What follows belongs to an exercise in optimizing a design on an open flow for small area; a production flow would make more cautious choices.
Function was checked by simulation only, so behaviour that the tests miss may differ from the original.
Power and IR drop assume default switching activity.

Setup of run 1:
==> flow/design.v (excerpt) <==
module TLD(clk, rst, Anode, Cathode, signal);
	input clk, rst, signal;
	output [7:0] Anode, Cathode;
	reg [7:0] Anode, Cathode;
	reg [3:0] pre;
	reg [3:0] ph;
	reg [3:0] run;
	reg [31:0] q;
	wire pls = (pre == 4'd9);
	wire inc = (run == 4'd10) && (pre == 4'd1);
	always @(posedge clk, posedge rst)
		if (rst) pre <= 4'd0;
		else if (pls) pre <= 4'd0;
		else pre <= pre + 4'd1;
	always @(posedge clk, posedge rst)
		if (rst) ph <= 4'd0;
		else if (pls) ph <= ph + 4'd1;
	always @(posedge clk, posedge rst)
		if (rst) run <= 4'd0;
		else if (pls) begin
			if (!signal) run <= 4'd0;
			else if (run != 4'd11) run <= run + 4'd1;
		end
	wire [32:0] t;
	assign t[0] = inc;
	genvar i;
	generate for (i = 0; i < 32; i = i + 1) begin : g_cnt
		assign t[i+1] = t[i] & q[i];
		always @(posedge clk, posedge rst)
			if (rst) q[i] <= 1'b0;
			else q[i] <= q[i] ^ t[i];
	end endgenerate
	wire [2:0] d = ph[3:1];
	wire [3:0] hex = q[{d, 2'b00} +: 4];
	always @(*) begin
		Anode = 8'hFF;
		Anode[d] = 1'b0;
	end
	always @(*)
		case (hex)
			4'h0: Cathode = 8'hC0;
			4'h1: Cathode = 8'hF9;
			4'h2: Cathode = 8'hA4;
			4'h3: Cathode = 8'hB0;
			4'h4: Cathode = 8'h99;
			4'h5: Cathode = 8'h92;
			4'h6: Cathode = 8'h82;
			4'h7: Cathode = 8'hF8;
			4'h8: Cathode = 8'h80;
			4'h9: Cathode = 8'h98;
			4'hA: Cathode = 8'h88;
			4'hB: Cathode = 8'h83;
			4'hC: Cathode = 8'hC6;
			4'hD: Cathode = 8'hA1;
			4'hE: Cathode = 8'h86;
			default: Cathode = 8'h8E;
		endcase
endmodule
For scale: about 190 cells after synthesis, roughly 19 I/O pins, about 2400 um2 of cells after synthesis.
Settings: LEC_CHECK=0, CAP_MARGIN=20, CORE_MARGIN=2, CORE_UTILIZATION=40, SLEW_MARGIN=20; clock period 10.0 ns.
run.sh (not shown) runs the stock make flow with config.mk's settings and CLKGATE_MAP_FILE= SYNTH_SCRIPT=/design/flow/synth_recipe.tcl, a recipe that flattens the netlist after the stock synthesis.
Changes in run 2 relative to run 1:
Settings: CORE_UTILIZATION now 60, was 40.
==> flow/flow/run.sh (new file) <==
#!/bin/bash
# Standard ORFS layout with these changes: the port buffers are the smallest
# buffer (buf_1), and clock tree synthesis clusters all the flip-flops under
# few buffers and adds no dummy loads.
set -euo pipefail
export BUFFER_PORTS_ARGS="-buffer_cell sky130_fd_sc_hd__buf_1"
export CTS_ARGS="-sink_clustering_enable -sink_clustering_size 50 -sink_clustering_max_diameter 400 -repair_clock_nets -dont_use_dummy_load -root_buf sky130_fd_sc_hd__clkbuf_8 -buf_list sky130_fd_sc_hd__clkbuf_8"
bash standard.sh > standard.log 2>&1
==> flow/standard.sh (new file) <==
#!/bin/bash
# synth_recipe.tcl (not shown) runs the flow's synth.tcl, then flattens the netlist and writes it again
# the make line also repeats each setting of config.mk as NAME=value (left out here)
make -C /OpenROAD-flow-scripts/flow DESIGN_CONFIG=/design/flow/config.mk WORK_HOME=/design/flow/orfs CLKGATE_MAP_FILE= SYNTH_SCRIPT=/design/flow/synth_recipe.tcl "${@:-finish}"
removed: flow/run.sh
==> comparison <==
Run 2 vs run 1, clock tree buffer count of the final layout went down by 1. Delta(core utilization, run 2 - run 1) > 0. Compared with run 1, run 2 has less setup slack. Between run 2 and run 1, final non-filler cell area is lower for run 2, run 1 comes in above that. Looking at fraction of power consumed by sequential logic across run 2 and run 1, the one that comes out higher is run 2.
Input changes introduced in run 3 (baseline for comparison: run 2):
==> flow/flow/run.sh <==
#!/bin/bash
# Standard ORFS layout with two changes: the port buffers are the smallest
# buffer (buf_1), and clock tree synthesis adds no dummy loads.
set -euo pipefail
export BUFFER_PORTS_ARGS="-buffer_cell sky130_fd_sc_hd__buf_1"
export CTS_ARGS="-sink_clustering_enable -repair_clock_nets -dont_use_dummy_load"
bash standard.sh > standard.log 2>&1
Results
- From run 2 to run 3, area growth from synthesis to layout did not move at all.
- Taking run 2 as the reference, in run 3 number of buffers added by the clock tree synthesis step level, number of sinks handled by clock tree synthesis level, detailed-routed wire length on met3 level.

## port drivers added, routing unchanged
No port has a modelled driver above. Below, the same layouts with a new extraction and two added sets of constraints. Step 1 (the two cells are an assumption about what drives the block):
set clk [get_ports {clk}]
set_driving_cell -lib_cell sky130_fd_sc_hd__clkbuf_16 $clk
set_driving_cell -lib_cell sky130_fd_sc_hd__buf_2 [delete_from_list [all_inputs] $clk]
Step 2, shift: input delay + t, output delay - t, t = (earliest + latest rising clock arrival at the registers) / 2. This alone moves slack from input paths to output paths. Three values: no drivers, after step 1, after step 2; two values: the first two.
| run | shift t [ns] | setup WS [ns] | hold WS [ns] | worst slew at a driven data input, ns |
|---|---|---|---|---|
| run 1 | 0.324 | 3.307 / 3.307 / 3.307 | 0.469 / 0.469 / 0.469 | 0.03 |
| run 2 | 0.306 | 3.287 / 3.287 / 3.287 | 0.480 / 0.480 / 0.480 | 0.03 |
| run 3 | 0.306 | 3.287 / 3.287 / 3.287 | 0.480 / 0.480 / 0.480 | 0.03 |
After both steps every run listed still meets setup and hold.
